Source: an optimization exercise on an open RTL-to-GDS flow (aim: small area and a short achievable clock period). Production flows keep margins and buffers that such runs may drop. In this exercise RTL edits were held to simulation tests only and were not proved equivalent to the original.

## flow/config.mk

```make
export PLATFORM = sky130hd
export DESIGN_NAME = PE_array
export DESIGN_NICKNAME = PE_array
export VERILOG_FILES = /design/flow/design.v
export SDC_FILE = /design/flow/constraint.sdc
export NUM_CORES = 4
export LEC_CHECK = 0
export CAP_MARGIN = 20
export CORE_MARGIN = 2
export CORE_UTILIZATION = 40
export SLEW_MARGIN = 20
```

## flow/constraint.sdc

```tcl
create_clock -name core_clock -period 10.0 [get_ports {clk}]
set_input_delay 2.0000 -clock core_clock [delete_from_list [all_inputs] [get_ports {clk}]]
set_output_delay 2.0000 -clock core_clock [all_outputs]
set_load 0.01 [all_outputs]
```

## flow/design.v

```verilog
module PE (
    input clk,
    input rst,
    input signed [7:0] ifmap,
    input signed [7:0] weight,
    input signed [31:0] bias,
    input en,
    output reg signed [31:0] opsum,
    output reg valid
);
    wire signed [31:0] ifmap_adjusted = {{24{ifmap[7]}},ifmap};  
    wire signed [31:0] weight_adjusted = {{24{weight[7]}},weight};  
    always @(posedge clk) begin
        if(rst) begin
            opsum <= 32'd0;
            valid <= 1'd0;  
        end 
        else begin
            opsum <= (en)? (ifmap_adjusted * weight_adjusted + bias) : 32'd0;
            valid <= en;
        end 
    end
endmodule
module PE_block (
    input clk,
    input rst,
    input i_en,
    input [7:0] ifmap,
    input [8 * 8 - 1 : 0] weight,
    input [8 * 32 - 1 : 0] bias,
    output [8 * 32 - 1 : 0] ofmap,
    output valid
);
    wire [31:0] opsum [0 : 4 - 1][0 : 8 - 1];
    wire [8 - 1 : 0] valid_chain [0 : 4 - 1];
    assign valid = (&valid_chain[4 - 1]);
    genvar gen;
    generate
        for (gen = 0; gen < 8; gen = gen + 1) begin: ofmap_gen
            assign ofmap[gen * 32 +: 32] = opsum[4 - 1][gen];
        end
        for (gen = 0; gen < 8 * 4; gen = gen + 1) begin: PE_block
            if(gen < 8) begin  
                PE pe(
                    .clk(clk),
                    .rst(rst),
                    .ifmap(ifmap),
                    .weight(weight[gen * 8 +: 8]),
                    .bias(bias[gen * 32 +: 32]),
                    .en(i_en),
                    .opsum(opsum[0][gen]),
                    .valid(valid_chain[0][gen])
                );
            end
            else begin  
                PE pe(
                    .clk(clk),
                    .rst(rst),
                    .ifmap(ifmap),
                    .weight(weight[(gen % 8) * 8 +: 8]),
                    .bias(opsum[gen / 8 - 1][gen % 8]),
                    .en(valid_chain[gen / 8 - 1][gen % 8]),
                    .opsum(opsum[gen / 8][gen % 8]),
                    .valid(valid_chain[gen / 8][gen % 8])
                );
            end
        end
    endgenerate
endmodule
module Adder_tree (
    input clk,
    input rst,
    input en,
    input [8 * 2 * 32 - 1 : 0] data_in,
    output logic [8 * 32 - 1 : 0] data_out,
    output logic valid
);
    integer i, j;
    logic [31:0] sum [0 : 8 - 1];
    always @(*) begin
        for (i = 0; i < 8; i = i + 1) begin
            sum[i] = 32'd0;
            for (j = 0; j < 2; j = j + 1)
                sum[i] = sum[i] + data_in[(i + j * 8) * 32 +: 32];
        end
    end
    always @(posedge clk) begin
        if(rst) begin
            data_out <= '0;  
            valid <= 0;  
        end
        else begin
            for (i = 0; i < 8; i = i + 1) begin
                data_out[i * 32 +: 32] <= (en)? sum[i] : 32'd0;
            end
            valid <= en;  
        end
    end
endmodule
module PE_array (
    input clk, 
    input rst,
    input i_en,
    input [8 * 2 - 1 : 0] ifmap,
    input [8 * 8 * 2 - 1 : 0] weight,
    input [8 * 4 * 8 - 1 : 0] bias,
    output [8 * 4 * 8 - 1 : 0] ofmap,
    output valid
);
    wire [8 * 4 * 8 * 2 - 1 : 0] opsum;
    wire [2 - 1 : 0] valid_chain;
    wire valid_pe = (&valid_chain);
    wire [8 * 4 * 8 - 1 : 0] bias_zero = '0;
    genvar gen;
    generate
        for(gen = 0 ; gen < 2; gen = gen + 1) begin: PE_array
            PE_block pe_block(
                .clk(clk),
                .rst(rst),
                .i_en(i_en),
                .ifmap(ifmap[gen * 8 +: 8]),
                .weight(weight[gen * 8 * 8 +: 8 * 8]),
                .bias((gen == 0) ? bias : bias_zero),  
                .ofmap(opsum[gen * 8 * 4 * 8 +: 8 * 4 * 8]),
                .valid(valid_chain[gen])
            );
        end
    endgenerate
    Adder_tree u_Adder_tree(
        .clk(clk),
        .rst(rst),
        .en       	(valid_pe        ),
        .data_in  	(opsum   ),
        .data_out 	(ofmap  ),
        .valid    	(valid     )
    );
endmodule
```

## flow/run.sh

```bash
#!/bin/bash
# synth_recipe.tcl (not shown) runs the flow's synth.tcl, then flattens the netlist and writes it again
# the make line also repeats each setting of config.mk as NAME=value (left out here)
make -C /OpenROAD-flow-scripts/flow DESIGN_CONFIG=/design/flow/config.mk WORK_HOME=/design/flow/orfs CLKGATE_MAP_FILE= SYNTH_SCRIPT=/design/flow/synth_recipe.tcl finish
```

==> results of run 1 <==
[metal layers]
metal	GRT usage	vias to the layer above
met5	0	-
met4	0.08260	44
met3	0.03476	784
met2	0.3837	2594
met1	0.2739	67840
li1	-	72050
[registers in the layout (all words and copies together), names as in the netlist]
| signal | count |
|---|---|
| u_Adder_tree.data_out | 256 |
| u_Adder_tree.valid | 1 |
| PE_array.pe_block.PE_block.genblk1.pe.valid | 4 |
| PE_array.pe_block.PE_block.genblk1.pe.opsum | 1920 |
[Yosys cell counts, types with 29 or more instances]
cell       count  area share
o21a_1       226      0.0096
nor4_1        41      0.0014
o21ai_1       66      0.0019
nand3_1      327      0.0092
o21bai_1     284       0.012
xnor2_1     1035       0.051
dfxtp_1     2181        0.25
fa_1         960        0.11
a41oi_1       47      0.0023
o21ai_0      705       0.020
a21o_1       843       0.036
and2_1       977       0.034
a31o_2        36      0.0018
inv_1       1830       0.039
a211o_1       54      0.0027
a221o_1       29      0.0016
nor3b_1       46      0.0019
o22ai_1       33      0.0012
nand4_1      125      0.0044
nor3_1       393       0.011
or3_1         98      0.0035
o211ai_1     119      0.0050
clkbuf_1     373      0.0079
a31oi_1      155      0.0055
ha_1        2403        0.17
o31a_1        30      0.0015
xor2_1       737       0.036
a21boi_0      30      0.0013
nor2b_1      282      0.0099
a211oi_1     210      0.0089
and4_1        42      0.0021
o31ai_1       68      0.0029
and3_1       209      0.0074
nand2_1      858       0.018
nor2_1      2476       0.052
or2_2         52      0.0018
a21oi_1     1392       0.039
nand2b_1     271      0.0095
a2111oi_0     42      0.0021
[critical path, delay by kind of cell]
family / cells / cell delay, ps
AOI/OAI and AO/OA: 14 / 2470
and+or+nand+nor: 3 / 310
buffers and inverters: 7 / 1330
xor gates and xnor gates: 2 / 1130
adders and majority gates: 6 / 2620
[final timing paths]
check / depth (start not counted) / to
setup / recovery: 32 / register
hold reg to reg: 2 / register
setup reg to reg: 15 / u_Adder_tree.data_out[30]
hold / removal: 2 / register
[cells by family after synthesis]
logic type,count (synthesis),synth area share
buffers and inverters,2222,0.04697
XOR/XNOR,1775,0.08778
adder cells (fa/ha/maj),3363,0.2775
AND/OR/NAND/NOR,6264,0.1703
flip-flops,2181,0.2459
multiplexers,28,0.001691
AO/OA/AOI/OAI,4646,0.1698
[layout make-up]
cell class                      count  area share
Antenna cell                       37   0.0004565
Tap cell                         5904     0.03642
Clock buffer                      373     0.03894
Multi-Input combinational cell  16080      0.6206
Timing Repair Buffer             1010     0.04681
Clock inverter                    114    0.007489
Sequential cell                  2181      0.2153
Inverter                         1831     0.03398
==> results by group, run 1 <==
Cells and area
  – Commonest non-fill, non-tap cells in the layout: 2476 x nor2_1, 2402 x ha_1, 2181 x dfxtp_1, 1819 x inv_1, 1392 x a21oi_1
  – Finished Core Util: 0.4591
  – Area grow syn2layout: 14.22%
  – Final Net Count: roughly 25000
  – Design Area, Final: about 200000 um2
  – Multi-input logic area: 125900 um2
  – Register area: 43660 um2
  – Layout cells sized above 1: 0.04651
  – Most common cell after layout, fill and taps aside: nor2_1
  – Post-Layout Cell Count: between 20000 and 30000
  – Fillers: about 43000

Timing
  – Final period util: 0.9091
  – Unrepaired setup endpoints after global routing: no
  – Worst slew pin tran: approximately 1300 ps
  – WHS: 538.1 ps
  – Final hold vios: 0
  – Fmax: approximately 0.11 GHz
  – Setup Viol. Count Final: 0
  – Fin. max-slew vios: 0
  – Relative slew slack: 0.1557
  – Min Tclk post-route: 9091 ps
  – PnR worst setup slack: approximately 910 ps
  – Final TNS setup: 0 ps
  – Clk_skew: around 58 ps

Worst setup path
  – R2R Setup Slk: 5710 ps
  – Crit path launch: ifmap[5]
  – Critical Path RT: between 10000 and 15000 ps
  – Crit path max-delay cell type: xnor2_1
  – Most used cell, CP: a21oi_1
  – Crit Path Category: input pin to register
  – Crit-path max FO: 24
  – Crit path DAT: 9860 ps
  – CP Launch Type: input pin
  – Critical Path End Type: register
  – Worst stage delay on the critical path: approximately 900 ps

Global routing
  – First-pass GRT wire length: approximately 790 mm
  – GRT Util Overall: 0.2207
  – GR Overflow Total: 0
  – Vias in the first global route: approximately 140k
  – Initial antenna violation count: 97
  – Maximum number of pins on one net before global-route repair: about 160

Placement
  – Post-Place Worst Slack: between 60 and 70 ps
  – Placed Area: a little under 200000 um2
  – Placed insts: 27000
  – Hpwl dp: 408.2 mm
  – GPL Wtd Cong: approximately 0.90
  – IO buf count: around 660

Clock network
  – Setup Fix Bufs, Post-CTS: 0
  – Clock Sinks: 2181
  – Hold-fix buffers at CTS: 0
  – Root Driver: clkbuf_16
  – TritonCTS clock tree: yes
  – Clock transition at path regs: ~60 ps
  – PostCTS Resize Cnt: 0
  – TritonCTS Buffers: 276
  – CTS max path bufs: 4
  – Worst skew pair latency: ~940 ps
  – H-tree levels: 5

Logic synthesis
  – Count of unique library cells instantiated by Yosys: between 90 and 100
  – Post-synth EDFFs: 0
  – Syn Inst Count: 20480
  – #FFs+latches synth: between 2000 and 2500
  – Post-Syn Nets: about 24000
  – Synth Cell Area: ~180000 um2
  – Syn avg cell area: 8.671 um2
  – Ys flop type: dfxtp_1
  – Post-synthesis sequential area ratio: 0.2459
  – Post-synth ARST share: 0
  – Warnings, synthesis: 4

Route
  – M1 WL: between 200 and 250 mm
  – Met2 wire len: roughly 240 mm
  – Met3 WL: around 25 mm
  – DR vias: about 140k
  – Top sig layer: met5
  – Iter 0 DRT Violations: between 7000 and 8000
  – WL/cell: 18.37 um
  – DR DRC count: 0
  – Drt via density: about 5.2
  – Final WL: roughly 500 mm
  – Routed Antenna Nets: 0
  – Pre-antenna DRT Iters: 6

Die
  – Die width: around 670 um
  – Die Area: roughly 450000 um2
  – IO Count: 660
  – Initial Utilization: 0.4020
  – Placeable Area: 441800 um2
  – Cell row count: 244
  – Die H: around 670 um

Min path
  – Hold WC Path Type: register to register

Outcome
  – Status: complete, no violations

Job
  – Max Cap Viol: 0
==> inputs of run 2 (changes only) <==
==> flow/design.v (replaced) <==
module PE_array (
    input clk,
    input rst,
    input i_en,
    input [15:0] ifmap,
    input [127:0] weight,
    input [255:0] bias,
    output [255:0] ofmap,
    output valid
);
    localparam ROWS = 8;
    reg [15:0]  x_r;
    reg [127:0] w_r;
    reg [4:0]   v;
    reg [31:0] ps0 [0:ROWS-1];    
    reg [31:0] ps1 [0:ROWS-1];    
    reg [31:0] ps2 [0:ROWS-1];    
    reg [31:0] ps3 [0:ROWS-1];    
    reg [31:0] y   [0:ROWS-1];    
    wire signed [16:0] p [0:ROWS-1];
    genvar r;
    generate
        for (r = 0; r < ROWS; r = r + 1) begin : row
            wire signed [7:0] x0 = x_r[7:0];
            wire signed [7:0] x1 = x_r[15:8];
            wire signed [7:0] w0 = w_r[r*8 +: 8];
            wire signed [7:0] w1 = w_r[(8+r)*8 +: 8];
            assign p[r] = x0 * w0 + x1 * w1;
            wire [31:0] pe = {{15{p[r][16]}}, p[r]};
            always @(posedge clk) begin
                ps0[r] <= bias[r*32 +: 32];
                ps1[r] <= ps0[r] + pe;
                ps2[r] <= ps1[r] + pe;
                ps3[r] <= ps2[r] + pe;
                y[r]   <= ps3[r] + pe;
            end
            assign ofmap[r*32 +: 32] = y[r];
        end
    endgenerate
    always @(posedge clk) begin
        x_r <= ifmap;
        w_r <= weight;
    end
    always @(posedge clk) begin
        if (rst) v <= 5'd0;
        else     v <= {v[3:0], i_en};
    end
    assign valid = v[4];
endmodule
==> results by group, run 2 <==
Logic synthesis
  – Warnings, synthesis: 6 (was 4)
  – Syn Inst Count: 12220 (was 20480)
  – Main combinational cell family by area after synthesis: adder cells (unchanged)
  – Post-synth ARST share: 0 (unchanged)
  – Synth Cell Area: 116700 um2 (was 177600 um2)
  – Synth top area share: 0.2451 (was 0.2459)
  – Synth Area in Simple Gates: 0.1221 (was 0.1703)
  – Top cells by count, synth: 1558 x inv_1, 1448 x ha_1, 1429 x dfxtp_1, 1176 x fa_1, 804 x xnor2_1 (was 2476 x nor2_1, 2403 x ha_1, 2181 x dfxtp_1, 1830 x inv_1, 1392 x a21oi_1)
  – Post-Syn Nets: 15250 (was 24250)
  – Most frequent cell after synthesis: inv_1 (was nor2_1)
  – #FFs+latches synth: 1429 (was 2181)
  – Count of unique library cells instantiated by Yosys: 85 (was 99)
  – Syn avg cell area: 9.553 um2 (was 8.671 um2)
  – XOR/XNOR Fraction of Synth Area: 0.08058 (was 0.08778)
  – Ys flop type: dfxtp_1 (unchanged)
  – Largest cells by area after synthesis: dfxtp_1 25%, fa_1 20%, ha_1 16%, xnor2_1 6.0%, inv_1 5.0% (was dfxtp_1 25%, ha_1 17%, fa_1 11%, nor2_1 5.2%, xnor2_1 5.1%)
  – Post-synthesis sequential area ratio: 0.2451 (was 0.2459)
  – Adder-cell share of the synthesized area: 0.3569 (was 0.2775)
  – Synth Area in Compound Gates: 0.1404 (was 0.1698)
  – Post-synthesis mux area share: 0.0003537 (was 0.001691)
  – Synth area leader: dfxtp_1 (unchanged)
  – Post-synth EDFFs: 0 (unchanged)

Clock network
  – CTS max path bufs: 4 (unchanged)
  – TritonCTS clock tree: yes (unchanged)
  – Worst skew pair latency: 870 ps (was 940 ps)
  – Root Driver: clkbuf_16 (unchanged)
  – TritonCTS Buffers: 175 (was 276)
  – H-tree levels: 4 (was 5)
  – Clock transition at path regs: 60 ps (about the same)
  – Clock Sinks: 1429 (was 2181)
  – Setup Fix Bufs, Post-CTS: 0 (unchanged)

Placement
  – Hpwl dp: 235.4 mm (was 408.2 mm)
  – IO buf count: 659 (unchanged)
  – Placed insts: 16750 (was 27000)
  – GPL Wtd Cong: 0.8642 (was 0.9040)
  – Post-Place Worst Slack: 581.9 ps (was 62.74 ps)

Timing
  – Worst slew pin tran: 1044 ps (was 1260 ps)
  – Clk_skew: 48.54 ps (was 58.13 ps)
  – Final hold vios: 0 (unchanged)
  – Final period util: 0.9393 (was 0.9091)
  – Fmax: 0.1065 GHz (was 0.1100 GHz)
  – Final TNS setup: 0 ps (unchanged)
  – Fin. max-slew vios: 0 (unchanged)
  – Min Tclk post-route: 9393 ps (was 9091 ps)
  – Unrepaired setup endpoints after global routing: no (unchanged)
  – Relative slew slack: 0.3043 (was 0.1557)
  – Setup Viol. Count Final: 0 (unchanged)
  – PnR worst setup slack: 606.7 ps (was 908.7 ps)

Die
  – Die width: 544.2 um (was 670.3 um)
  – Placeable Area: 290600 um2 (was 441800 um2)
  – Die Area: 296200 um2 (was 449300 um2)
  – Initial Utilization: 0.4017 (was 0.4020)
  – IO Count: 660 (unchanged)
  – Cell row count: 198 (was 244)
  – Die H: 544.2 um (was 670.3 um)

Route
  – Final WL: 292.8 mm (was 505.7 mm)
  – DR DRC count: 0 (unchanged)
  – DR vias: 85180 (was 143300)
  – Routed Antenna Nets: 0 (unchanged)
  – Iter 0 DRT Violations: 4473 (was 7543)
  – Drt via density: 4.979 (was 5.206)
  – WL/cell: 17.12 um (was 18.37 um)
  – Pre-antenna DRT Iters: 5 (was 6)

Cells and area
  – Final Net Count: 16050 (was 25140)
  – Most common cell after layout, fill and taps aside: inv_1 (was nor2_1)
  – Commonest non-fill, non-tap cells in the layout: 1554 x inv_1, 1448 x ha_1, 1413 x dfxtp_1, 1176 x fa_1 (was 2476 x nor2_1, 2402 x ha_1, 2181 x dfxtp_1, 1819 x inv_1, 1392 x a21oi_1)
  – Area grow syn2layout: 15.47% (was 14.22%)
  – Layout cells sized above 1: 0.03517 (was 0.04651)
  – Post-Layout Cell Count: 17110 (was 27530)

Global routing
  – Initial antenna violation count: 63 (was 97)
  – First-pass GRT wire length: 468.6 mm (was 791.8 mm)
  – Maximum number of pins on one net before global-route repair: 65 (was 158)
  – Vias in the first global route: 86260 (was 142600)
  – GRT Util Overall: 0.1983 (was 0.2207)
  – GR Overflow Total: 0 (unchanged)

Worst setup path
  – Critical Path RT: 10760 ps (about the same)
  – Crit path launch: x_r[4] (was ifmap[5])
  – Critical Path End Type: register (unchanged)
  – Most used cell, CP: fa_1 (was a21oi_1)
  – R2R Path Start: x_r[4]
  – Crit path DAT: 10150 ps (was 9860 ps)
  – Crit Path Category: register to register (was input pin to register)
  – Crit-path max FO: 26 (was 24)
  – Crit path max-delay cell type: nor4_1 (was xnor2_1)
  – Worst stage delay on the critical path: 670 ps (was 920 ps)
  – CP Launch Type: register (was input pin)

Min path
  – Hold WC Path Type: register to register (unchanged)
  – HP Start: v[2]

Outcome
  – Status: complete, no violations (unchanged)

Job
  – Max Cap Viol: 0 (unchanged)
-- run 2: cell count changes after synthesis, moves of 216 or more --
cell / before / now
nor3_1: 393 / 145
a21oi_1: 1392 / 800
inv_1: 1830 / 1558
nor2_1: 2476 / 693
fa_1: 960 / 1176
and2_1: 977 / 652
nand2_1: 858 / 602
ha_1: 2403 / 1448
o21ai_0: 705 / 326
dfxtp_1: 2181 / 1429
xnor2_1: 1035 / 804
clkbuf_1: 373 / 132
xor2_1: 737 / 270
a21o_1: 843 / 383
-- run 2: layout make-up --
| cell class | instances | area (um2) |
|---|---|---|
| fillers | 27850 | 155800 |
| multi-input cells | 9092 | 81830 |
| flip-flops and latches | 1429 | 28670 |
| repair buffers | 760 | 7492 |
| inverters | 1567 | 5882 |
| clock buffers | 236 | 4920 |
| well taps | 3900 | 4880 |
| clock inverters | 82 | 1023 |
| diodes | 41 | 102.6 |
-- run 2: cell families after synthesis --
family | Yosys count
fa+ha+maj | 2624
compound gates | 2556
buf+inv | 1699
flops | 1429
simple gates | 2834
xor+xnor | 1074
mux | 4
-- run 2: through the flow --
| stage | hold WS (ps) | utilization | cell area (um2) |
|---|---|---|---|
| floorplan | 413.8 | - | 116800 |
| global placement | 419.9 | 0.4430 | 128700 |
| detailed placement | 431.7 | 0.4430 | 128700 |
| CTS | 443.9 | 0.4635 | 134700 |
| global route | 458.9 | 0.4638 | 134800 |
| finish | 441.4 | 0.4639 | 134800 |
-- run 2: path summary, 6_finish.rpt --
kind | endpoint | slack (ps) | depth (start not counted)
worst max-delay path | ps2[0][31] | 610 | 32
worst min-delay path | v[3] | 440 | 1
worst max register to register | ps2[0][31] | 610 | 32
worst min register to register | v[3] | 440 | 1
-- run 2: repair_timing --
action,in CTS,in global routing
endpoints found under the setup margin,0,3
gates resized for setup,0,3
hold buffers,0,0
-- run 2: critical path, delay by kind of cell, from the launching register on --
kind | cells | cell delay (ps)
adders and majority gates | 8 | 3550
xor gates and xnor gates | 2 | 430
and+or+nand+nor | 5 | 1180
AOI/OAI and AO/OA | 12 | 2580
buffers and inverters | 5 | 820
DFF | 1 | 660
-- run 2: layer usage --
layer,routed length (um),global-route usage,vias to the layer above
li1,-,-,42600
met1,138700,0.2750,40510
met2,130100,0.3148,1648
met3,16270,0.03567,388
met4,7423,0.05519,30
met5,296,0.003409,-

==> port drivers added, routing unchanged <==
The flow's constraints put no driver on any port. The routed layouts listed below were extracted and timed again, unchanged, in two steps. Step 1, drivers: a clkbuf_16 drives clk and a buf_2 each remaining input, both assumed. Step 2 times the ports against the registers' clock, not the clock port: input delays grow and output delays shrink by t, the midpoint of the rising clock arrivals with the driver on. Slacks: ideal / step 1 / step 2; pairs: ideal / step 1.
run	t, ns	setup WS [ns]	worst data-port slew with drivers (ns)	pins driven straight from the clock port
run 1	1.026	0.909 / 0.986 / -0.041	0.24	1
run 2	0.954	0.607 / 0.607 / 0.607	0.19	1
Met with ideal ports but missed after step 2: setup timing in run 1. The setup slack of run 1, which loses most, moves by +0.077 ns with the drivers and by -0.950 ns with both steps.
